This design comes from an exercise in tuning for small area on the open sky130 flow, not from production work.
In this exercise RTL edits were held to simulation tests only and were not proved equivalent to the original.
The flow treats the clock pin as an ideal source, which a real chip does not have.
No activity file was given, so power comes from the tool's default toggle rates.

== job 2260 ==
==> flow/design.v <==
module top(
    input clk,
    input rstb,
    input uart_rx,
    output uart_tx,
    output logic [7:0] led_out,
    output logic [3:0] led_enb
);
    logic [26:0] cnt;
    wire led_tick = &cnt[23:0];
    logic [2:0] m7;
    always @(posedge clk or negedge rstb) begin
        if(~rstb) begin
            cnt <= 0;
            m7 <= 0;
        end else begin
            cnt <= cnt + 1;
            m7 <= {m7[1:0], ~(m7[2] ^ m7[1])};
        end
    end
    wire rx_en = (cnt[1:0] == 2'd3) && (m7 == 3'b100);    
    wire tx_en = rx_en && (cnt[5:2] == 4'hf);             
    wire ph1 = (cnt[1:0] == 2'd1) && (m7 == 3'b001);      
    wire ph2 = (cnt[1:0] == 2'd2) && (m7 == 3'b011);      
    logic rx_run;
    logic [3:0] bit_sel;
    logic [3:0] sample;
    logic [7:0] rx_data;
    always @(posedge clk or negedge rstb) begin
        if(~rstb) begin
            rx_run <= 0;
            bit_sel <= 0;
            sample <= 0;
        end else begin
            rx_run <= rx_run ? !(bit_sel == 4'd9 && sample == 4'd9) : !uart_rx;
            if(rx_en) begin
                if(!rx_run) begin
                    bit_sel <= 0;
                    sample <= 0;
                end else begin
                    sample <= sample + 1;
                    if(sample == 4'hf) bit_sel <= bit_sel + 1;
                end
            end
        end
    end
    always @(posedge clk) begin
        if(rx_en && rx_run && sample == 4'd8) rx_data <= {uart_rx, rx_data[7:1]};
    end
    wire rx_hold = rx_run && bit_sel == 4'd8 && sample == 4'd9;
    wire take1 = rx_hold && ph1;
    wire take2 = rx_hold && ph2;
    logic [2:0] cmd;
    wire hi_zero = rx_data[7:2] == 0;
    always @(posedge clk or negedge rstb) begin
        if(~rstb) begin
            cmd <= 0;
        end else if(take2) begin
            case(cmd)
                3'b000: cmd <= (hi_zero && !rx_data[1]) ? {1'b0, rx_data[0], !rx_data[0]} : 3'b000;
                3'b001: cmd <= hi_zero ? {1'b1, rx_data[1:0]} : 3'b011;
                default: cmd <= 3'b000;
            endcase
        end
    end
    logic [7:0] digit_ctrl;
    logic [7:0] digit_status;
    logic digit_run;
    always @(posedge clk or negedge rstb) begin
        if(~rstb) begin
            digit_ctrl <= 0;
        end else if(take1 && cmd[2]) begin
            digit_ctrl <= (cmd[1:0] == 2'b00) ? rx_data : 8'h0;
        end
    end
    always @(posedge clk or negedge rstb) begin
        if(~rstb) begin
            digit_run <= 0;
        end else if(take2 && rx_data[0] && cmd[2] && (cmd[1] ^ cmd[0])) begin
            digit_run <= cmd[0];
        end
    end
    always @(posedge clk or negedge rstb) begin
        if(~rstb) begin
            digit_status <= 0;
        end else if(digit_run && led_tick) begin
            digit_status <= digit_status + 1;
        end
    end
    logic [9:0] tx_sh;
    wire [7:0] answer = !hi_zero ? 8'h0 :
                        (rx_data[1:0] == 2'd0) ? digit_ctrl :
                        (rx_data[1:0] == 2'd3) ? digit_status : 8'h0;
    always @(posedge clk or negedge rstb) begin
        if(~rstb) begin
            tx_sh <= 10'h3ff;
        end else if(take1 && cmd == 3'b010) begin
            tx_sh <= {answer, 2'b01};
        end else if(tx_en) begin
            tx_sh <= {1'b1, tx_sh[9:1]};
        end
    end
    assign uart_tx = tx_sh[0];
    wire [1:0] digit = cnt[17:16];
    wire [7:0] loop = 8'h1 << cnt[26:24];
    assign led_enb = ~(4'h1 << digit);
    assign led_out = digit == 2'd0 ? digit_ctrl :
                     digit == 2'd1 ? digit_status :
                     digit == 2'd2 ? loop : ~loop;
endmodule
export LEC_CHECK = 0
export CAP_MARGIN = 20
export CORE_MARGIN = 2
export CORE_UTILIZATION = 80
export PLACE_DENSITY = 0.95
export SLEW_MARGIN = 20
create_clock -name core_clock -period 5.0 [get_ports {clk}]
standard.sh (not shown) runs the stock make flow with config.mk's settings and CLKGATE_MAP_FILE= SYNTH_SCRIPT=/design/flow/synth_recipe.tcl, a recipe that flattens the netlist after the stock synthesis.
==> flow/flow/run.sh <==
#!/bin/bash
# Standard synthesis, then its combinational logic re-mapped by ABC for
# area (flip-flops kept with their names and cells), then the standard
# layout from floorplan to finish with smaller port buffers and no CTS
# dummy loads. Each tool writes its own log here.
set -euo pipefail
RES=$PWD/orfs/results/$FLOW_PLATFORM/top/base
bash standard.sh synth > std_synth.log 2>&1
cp $RES/1_2_yosys.v std_1_2_yosys.v
export LIB=$FLOW_HOME/platforms/sky130hd/lib/sky130_fd_sc_hd__tt_025C_1v80.lib
export RES
export DONT_USE="$(make -s -C $FLOW_HOME DESIGN_CONFIG=$FLOW_CONFIG print-DONT_USE_CELLS 2>/dev/null | sed 's/^DONT_USE_CELLS[:=] *//')"
# Eight ABC runs (two waves of four) with different seeds of its deepsyn search, in parallel;
# the smallest netlist is kept (the standard one if every run fails).
export REMAP_IN=$PWD/std_1_2_yosys.v
M="amap,-F,5,-A,20"
for wave in "0 1 2 3" "4 5 6 7"; do
  for s in $wave; do
    ( export ABC_SCRIPT="+strash;&get,-n;&deepsyn,-T,20,-S,$s;&put;dch,-f;$M;strash;dc2;dch,-f;$M;topo"
      export REMAP_OUT=$PWD/remap_$s.v
      timeout 600 yosys -c flow/remap.tcl > remap_$s.log 2>&1 || rm -f remap_$s.v ) &
  done
  wait
done
# A netlist whose logic shrank to under half of the standard synthesis's
# logic is taken as a failed run.
std_area=$(grep "Chip area for module '.top'" orfs/reports/$FLOW_PLATFORM/top/base/synth_stat.txt | head -1 | awk '{print $NF}' || true)
best=""; best_area=""
for s in 0 1 2 3 4 5 6 7; do
  [ -s remap_$s.v ] && [ -s remap_$s.v.area ] || continue
  a=$(grep "Chip area for module '.top'" remap_$s.v.area | head -1 | awk '{print $NF}' || true)
  [ -n "$a" ] || continue
  ff=$(grep "Chip area for module '.top'" remap_$s.log | head -1 | awk '{print $NF}' || true)
  if [ -n "$std_area" ] && [ -n "$ff" ] && awk "BEGIN{exit !(($a - $ff) < 0.5 * ($std_area - $ff))}"; then
    echo "remap seed $s: area $a rejected (standard $std_area, flip-flops $ff)" >> remap_choice.log; continue
  fi
  echo "remap seed $s: area $a" >> remap_choice.log
  if [ -z "$best" ] || awk "BEGIN{exit !($a < $best_area)}"; then best=$s; best_area=$a; fi
done
if [ -n "$best" ]; then
  echo "kept seed $best" >> remap_choice.log
  cp remap_$best.v $RES/1_2_yosys.v
else
  echo "kept the standard netlist" >> remap_choice.log
  cp std_1_2_yosys.v $RES/1_2_yosys.v
fi
rm -f $RES/1_synth.odb $RES/1_synth.sdc
export CTS_ARGS="-sink_clustering_enable -repair_clock_nets -dont_use_dummy_load -buf_list sky130_fd_sc_hd__clkbuf_4"
export BUFFER_PORTS_ARGS="-buffer_cell sky130_fd_sc_hd__buf_1"
export POST_CTS_TCL=$PWD/flow/post_cts.tcl
bash standard.sh finish > std_finish.log 2>&1
==> flow/flow/post_cts.tcl <==
# Upsize the clock buffers whose flip-flop clock pins see a slew above
# the threshold (estimated from placement parasitics).
proc my_upsize_clock_leaves {thr cell} {
  estimate_parasitics -placement
  foreach c [get_cells -filter "ref_name=~*clkbuf*"] {
    set out [get_pins -of_objects $c -filter "direction==output"]
    set w 0
    foreach p [get_pins -of_objects [get_nets -of_objects $out] -filter "direction==input"] {
      if {[get_property $p lib_pin_name] ne "CLK"} continue
      set v [get_property $p slew_max]
      if {$v > $w} { set w $v }
    }
    puts "clock buffer [get_full_name $c] [get_property $c ref_name] load slew $w"
    if {$w > $thr && [get_property $c ref_name] ne $cell} {
      puts "  upsizing to $cell"
      replace_cell $c [get_lib_cells */$cell]
      set changed 1
    }
  }
  if {[info exists changed]} {
    detailed_placement
    check_placement
    estimate_parasitics -placement
  }
}
my_upsize_clock_leaves 0.100 sky130_fd_sc_hd__clkbuf_8
==> flow/flow/remap.tcl <==
# Re-map the combinational logic of the standard synthesis for area.
# The flip-flops (and tie cells) are kept as they are, with their names.
set lib $::env(LIB)
set in $::env(REMAP_IN)
set out $::env(REMAP_OUT)
set dont_use {}
foreach c $::env(DONT_USE) { lappend dont_use -dont_use $c }
yosys read_liberty -ignore_miss_func $lib
yosys read_verilog $in
yosys hierarchy -top top
yosys setattr -mod -set keep_hierarchy 1 sky130_fd_sc_hd__df* sky130_fd_sc_hd__edf* sky130_fd_sc_hd__sdf* sky130_fd_sc_hd__sedf* sky130_fd_sc_hd__conb*
yosys flatten
yosys opt_clean -purge
yosys stat -liberty $lib
yosys abc -liberty $lib {*}$dont_use -script $::env(ABC_SCRIPT)
yosys opt_clean -purge
yosys hilomap -singleton -hicell sky130_fd_sc_hd__conb_1 HI -locell sky130_fd_sc_hd__conb_1 LO
yosys insbuf -buf sky130_fd_sc_hd__buf_4 A X
yosys stat -liberty $lib
yosys select top
yosys tee -o $out.area stat -liberty $lib
yosys write_verilog -noattr -nohex -nodec -selected $out
The following lists how job 1367 was set up differently from job 2260:
# job 2260
export LEC_CHECK = 0
export CAP_MARGIN = 20
export CORE_MARGIN = 2
export CORE_UTILIZATION = 80
export PLACE_DENSITY = 0.95
export SLEW_MARGIN = 20
create_clock -name core_clock -period 5.0 [get_ports {clk}]
# job 1367
export LEC_CHECK = 0
export CAP_MARGIN = 20
export CORE_MARGIN = 2
export CORE_UTILIZATION = 85
export PLACE_DENSITY = 0.95
export SLEW_MARGIN = 20
create_clock -name core_clock -period 5.0 [get_ports {clk}]
--- a/flow/flow/run.sh
+++ b/flow/flow/run.sh
@@ -12,3 +12,3 @@
 export DONT_USE="$(make -s -C $FLOW_HOME DESIGN_CONFIG=$FLOW_CONFIG print-DONT_USE_CELLS 2>/dev/null | sed 's/^DONT_USE_CELLS[:=] *//')"
-# Eight ABC runs (two waves of four) with different seeds of its deepsyn search, in parallel;
+# Twelve ABC runs (three waves of four) with different seeds of its deepsyn search, in parallel;
 # the smallest netlist is kept (the standard one if every run fails).
@@ -16,3 +16,3 @@
 M="amap,-F,5,-A,20"
-for wave in "0 1 2 3" "4 5 6 7"; do
+for wave in "0 1 2 3" "4 5 6 7" "8 9 10 11"; do
   for s in $wave; do
@@ -28,3 +28,3 @@
 best=""; best_area=""
-for s in 0 1 2 3 4 5 6 7; do
+for s in 0 1 2 3 4 5 6 7 8 9 10 11; do
   [ -s remap_$s.v ] && [ -s remap_$s.v.area ] || continue
--- a/flow/flow/post_cts.tcl
+++ b/flow/flow/post_cts.tcl
@@ -25,2 +25,2 @@
 }
-my_upsize_clock_leaves 0.100 sky130_fd_sc_hd__clkbuf_8
+my_upsize_clock_leaves 0.110 sky130_fd_sc_hd__clkbuf_8
Findings:
- Nothing crashed in job 1367 and all stages finished; the problem is that the final layout failed, the offending checks being setup timing.
- The final number of setup-violating endpoints number comes out lower for job 2260 vs job 1367.
- Comparing job 1367 against job 2260, there is no change at all in worst-path maximum fanout.
- Of job 2260 and job 1367, the higher total negative slack belongs to job 2260.
- The flip-flop and latch share of the layout cell area number comes out lower for job 1367 vs job 2260.
For job 8302, these inputs were changed with respect to job 1367:
# job 1367
export LEC_CHECK = 0
export CAP_MARGIN = 20
export CORE_MARGIN = 2
export CORE_UTILIZATION = 85
export PLACE_DENSITY = 0.95
export SLEW_MARGIN = 20
create_clock -name core_clock -period 5.0 [get_ports {clk}]
# job 8302
export LEC_CHECK = 0
export CAP_MARGIN = 20
export CORE_MARGIN = 2
export CORE_UTILIZATION = 70
export PLACE_DENSITY = 0.9
export SLEW_MARGIN = 20
create_clock -name core_clock -period 5.0 [get_ports {clk}]
==> flow/flow/run.sh <==
#!/bin/bash
# Standard synthesis, then its combinational logic re-mapped by ABC for
# area (flip-flops kept with their names and cells), then the standard
# layout from floorplan to finish with smaller port buffers and no CTS
# dummy loads. Each tool writes its own log here.
set -euo pipefail
RES=$PWD/orfs/results/$FLOW_PLATFORM/top/base
bash standard.sh synth > std_synth.log 2>&1
cp $RES/1_2_yosys.v std_1_2_yosys.v
export LIB=$FLOW_HOME/platforms/sky130hd/lib/sky130_fd_sc_hd__tt_025C_1v80.lib
export RES
export DONT_USE="$(make -s -C $FLOW_HOME DESIGN_CONFIG=$FLOW_CONFIG print-DONT_USE_CELLS 2>/dev/null | sed 's/^DONT_USE_CELLS[:=] *//')"
I="strash;dc2;dch,-f;amap;"
export ABC_SCRIPT="+strash;&get,-n;&deepsyn,-T,20;&put;dch,-f;amap;${I}topo"
if ! timeout 600 yosys -c flow/remap.tcl > remap.log 2>&1; then
  cp std_1_2_yosys.v $RES/1_2_yosys.v
fi
rm -f $RES/1_synth.odb $RES/1_synth.sdc
export CTS_ARGS="-sink_clustering_enable -repair_clock_nets -dont_use_dummy_load -buf_list sky130_fd_sc_hd__clkbuf_4"
export BUFFER_PORTS_ARGS="-buffer_cell sky130_fd_sc_hd__buf_1"
export POST_CTS_TCL=$PWD/flow/post_cts.tcl
bash standard.sh finish > std_finish.log 2>&1
--- a/flow/flow/post_cts.tcl
+++ b/flow/flow/post_cts.tcl
@@ -25,2 +25,2 @@
 }
-my_upsize_clock_leaves 0.110 sky130_fd_sc_hd__clkbuf_8
+my_upsize_clock_leaves 0.095 sky130_fd_sc_hd__clkbuf_8
--- a/flow/flow/remap.tcl
+++ b/flow/flow/remap.tcl
@@ -3,4 +3,3 @@
 set lib $::env(LIB)
-set in $::env(REMAP_IN)
-set out $::env(REMAP_OUT)
+set res $::env(RES)
 set dont_use {}
@@ -8,3 +7,3 @@
 yosys read_liberty -ignore_miss_func $lib
-yosys read_verilog $in
+yosys read_verilog $res/1_2_yosys.v
 yosys hierarchy -top top
@@ -20,3 +19,2 @@
 yosys select top
-yosys tee -o $out.area stat -liberty $lib
-yosys write_verilog -noattr -nohex -nodec -selected $out
+yosys write_verilog -noattr -nohex -nodec -selected $res/1_2_yosys.v
==> comparison <==
- Job 8302 finished all stages; the layout is clean.
- Cmp job 1367 and job 8302 / setup slack / higher: job 8302
- Delta (job 8302 minus job 1367): final total power now sits lower, total power divided by cell area barely changed, via count decreased 23%, overall overflow remaining after global route did not really move.
- Compared job 8302 vs job 1367, and worst-case setup slack after placement is up in job 8302.
- [compare] base=job 1367 new=job 8302: combinational group power now smaller; total wire length now smaller; register-to-register slack now larger.
Here is what was changed in the inputs of job 8375 compared with job 8302.
# job 8302
export LEC_CHECK = 0
export CAP_MARGIN = 20
export CORE_MARGIN = 2
export CORE_UTILIZATION = 70
export PLACE_DENSITY = 0.9
export SLEW_MARGIN = 20
create_clock -name core_clock -period 5.0 [get_ports {clk}]
# job 8375
export LEC_CHECK = 0
export CAP_MARGIN = 20
export CORE_MARGIN = 2
export CORE_UTILIZATION = 80
export PLACE_DENSITY = 0.95
export SLEW_MARGIN = 20
create_clock -name core_clock -period 5.0 [get_ports {clk}]
--- a/flow/flow/run.sh
+++ b/flow/flow/run.sh
@@ -12,5 +12,34 @@
 export DONT_USE="$(make -s -C $FLOW_HOME DESIGN_CONFIG=$FLOW_CONFIG print-DONT_USE_CELLS 2>/dev/null | sed 's/^DONT_USE_CELLS[:=] *//')"
-I="strash;dc2;dch,-f;amap;"
-export ABC_SCRIPT="+strash;&get,-n;&deepsyn,-T,20;&put;dch,-f;amap;${I}topo"
-if ! timeout 600 yosys -c flow/remap.tcl > remap.log 2>&1; then
+# Twelve ABC runs (three waves of four) with different seeds of its deepsyn search, in parallel;
+# the smallest netlist is kept (the standard one if every run fails).
+export REMAP_IN=$PWD/std_1_2_yosys.v
+M="amap,-F,5,-A,20"
+for wave in "0 1 2 3" "4 5 6 7" "8 9 10 11"; do
+  for s in $wave; do
+    ( export ABC_SCRIPT="+strash;&get,-n;&deepsyn,-T,20,-S,$s;&put;dch,-f;$M;strash;dc2;dch,-f;$M;topo"
+      export REMAP_OUT=$PWD/remap_$s.v
+      timeout 600 yosys -c flow/remap.tcl > remap_$s.log 2>&1 || rm -f remap_$s.v ) &
+  done
+  wait
+done
+# A netlist whose logic shrank to under half of the standard synthesis's
+# logic is taken as a failed run.
+std_area=$(grep "Chip area for module '.top'" orfs/reports/$FLOW_PLATFORM/top/base/synth_stat.txt | head -1 | awk '{print $NF}' || true)
+best=""; best_area=""
+for s in 0 1 2 3 4 5 6 7 8 9 10 11; do
+  [ -s remap_$s.v ] && [ -s remap_$s.v.area ] || continue
+  a=$(grep "Chip area for module '.top'" remap_$s.v.area | head -1 | awk '{print $NF}' || true)
+  [ -n "$a" ] || continue
+  ff=$(grep "Chip area for module '.top'" remap_$s.log | head -1 | awk '{print $NF}' || true)
+  if [ -n "$std_area" ] && [ -n "$ff" ] && awk "BEGIN{exit !(($a - $ff) < 0.5 * ($std_area - $ff))}"; then
+    echo "remap seed $s: area $a rejected (standard $std_area, flip-flops $ff)" >> remap_choice.log; continue
+  fi
+  echo "remap seed $s: area $a" >> remap_choice.log
+  if [ -z "$best" ] || awk "BEGIN{exit !($a < $best_area)}"; then best=$s; best_area=$a; fi
+done
+if [ -n "$best" ]; then
+  echo "kept seed $best" >> remap_choice.log
+  cp remap_$best.v $RES/1_2_yosys.v
+else
+  echo "kept the standard netlist" >> remap_choice.log
   cp std_1_2_yosys.v $RES/1_2_yosys.v
--- a/flow/flow/post_cts.tcl
+++ b/flow/flow/post_cts.tcl
@@ -25,2 +25,2 @@
 }
-my_upsize_clock_leaves 0.095 sky130_fd_sc_hd__clkbuf_8
+my_upsize_clock_leaves 0.105 sky130_fd_sc_hd__clkbuf_8
--- a/flow/flow/remap.tcl
+++ b/flow/flow/remap.tcl
@@ -3,3 +3,4 @@
 set lib $::env(LIB)
-set res $::env(RES)
+set in $::env(REMAP_IN)
+set out $::env(REMAP_OUT)
 set dont_use {}
@@ -7,3 +8,3 @@
 yosys read_liberty -ignore_miss_func $lib
-yosys read_verilog $res/1_2_yosys.v
+yosys read_verilog $in
 yosys hierarchy -top top
@@ -19,2 +20,3 @@
 yosys select top
-yosys write_verilog -noattr -nohex -nodec -selected $res/1_2_yosys.v
+yosys tee -o $out.area stat -liberty $lib
+yosys write_verilog -noattr -nohex -nodec -selected $out
## What came out
Fraction of the core area covered by cells at the end of the flow (lower): job 8302
Looking only at vias after detailed routing, and setting everything else aside, the lower value of job 8302 and job 8375 goes to job 8302.
In job 8375 the total placed cells including tap cells turned out 16 lower than in job 8302.
Changes observed in job 8375 relative to job 8302: placer congestion estimate went down by 0.021, global-route usage went up by 7.5 points, share of the final layout cell area in multi-input gates went down by 0.83 points.
Post-detailed-routing wire length (job 8302 / job 8375): 0.893
Higher number of filler instances in the final layout among job 8302 and job 8375: job 8302
[inputs] job 732 vs job 8375
# job 8375
export LEC_CHECK = 0
export CAP_MARGIN = 20
export CORE_MARGIN = 2
export CORE_UTILIZATION = 80
export PLACE_DENSITY = 0.95
export SLEW_MARGIN = 20
create_clock -name core_clock -period 5.0 [get_ports {clk}]
# job 732
export LEC_CHECK = 0
export CAP_MARGIN = 20
export CORE_MARGIN = 2
export CORE_UTILIZATION = 90
export PLACE_DENSITY = 0.95
export SLEW_MARGIN = 20
create_clock -name core_clock -period 5.0 [get_ports {clk}]
--- a/flow/flow/run.sh
+++ b/flow/flow/run.sh
@@ -12,3 +12,3 @@
 export DONT_USE="$(make -s -C $FLOW_HOME DESIGN_CONFIG=$FLOW_CONFIG print-DONT_USE_CELLS 2>/dev/null | sed 's/^DONT_USE_CELLS[:=] *//')"
-# Twelve ABC runs (three waves of four) with different seeds of its deepsyn search, in parallel;
+# Eight ABC runs (two waves of four) with different seeds of its deepsyn search, in parallel;
 # the smallest netlist is kept (the standard one if every run fails).
@@ -16,3 +16,3 @@
 M="amap,-F,5,-A,20"
-for wave in "0 1 2 3" "4 5 6 7" "8 9 10 11"; do
+for wave in "0 1 2 3" "4 5 6 7"; do
   for s in $wave; do
@@ -28,3 +28,3 @@
 best=""; best_area=""
-for s in 0 1 2 3 4 5 6 7 8 9 10 11; do
+for s in 0 1 2 3 4 5 6 7; do
   [ -s remap_$s.v ] && [ -s remap_$s.v.area ] || continue
--- a/flow/flow/post_cts.tcl
+++ b/flow/flow/post_cts.tcl
@@ -25,2 +25,2 @@
 }
-my_upsize_clock_leaves 0.105 sky130_fd_sc_hd__clkbuf_8
+my_upsize_clock_leaves 0.100 sky130_fd_sc_hd__clkbuf_8
==> comparison <==
- Seen in the log of job 732: GPL-0301 during global placement without I/O (3_1_place_gp_skip_io), after which the run never completed.
- Between job 732 and job 8375, the die width is lower for job 732.
- Job 8375 and job 732 ended up with roughly the same synthesized cell count.
- Re cell area after synthesis: no difference whatsoever between job 732 and job 8375.
- Diff job 8375..job 732 | average cell area after synthesis | unchanged
- Taking job 8375 over job 732, the overall die height ratio works out to 1.06.
- Between job 732 and job 8375, number of rows in the core area is lower for job 732, job 8375 comes in above that.
- Taking job 8375 as the reference, in job 732 net count of the mapped netlist barely changed; effective utilization at floorplan moved up.

-- separate check: timing with driven ports --
The flow's constraints put no driver on any port. The routed layouts listed below were extracted and timed again, unchanged, in two steps. Step 1 assumes that a clkbuf_16 drives the clock port and a buf_2 every other input. Step 2, shift: input delay + t, output delay - t, t = (earliest + latest rising clock arrival at the registers) / 2. This alone moves slack from input paths to output paths. Slacks: ideal ports / drivers / drivers and shift; pairs: ideal ports / drivers.
run | shift t [ns] | setup WS [ns] | slew at the worst register clock pin (ns) | pins driven straight from the clock port
job 2260 | 0.451 | 0.479 / 0.479 / 0.479 | 0.10 / 0.10 | 1
job 1367 | 0.443 | -0.060 / -0.060 / -0.060 | 0.11 / 0.11 | 1
job 8302 | 0.423 | 0.698 / 0.698 / 0.698 | 0.09 / 0.09 | 1
job 8375 | 0.442 | 0.448 / 0.448 / 0.448 | 0.11 / 0.11 | 1
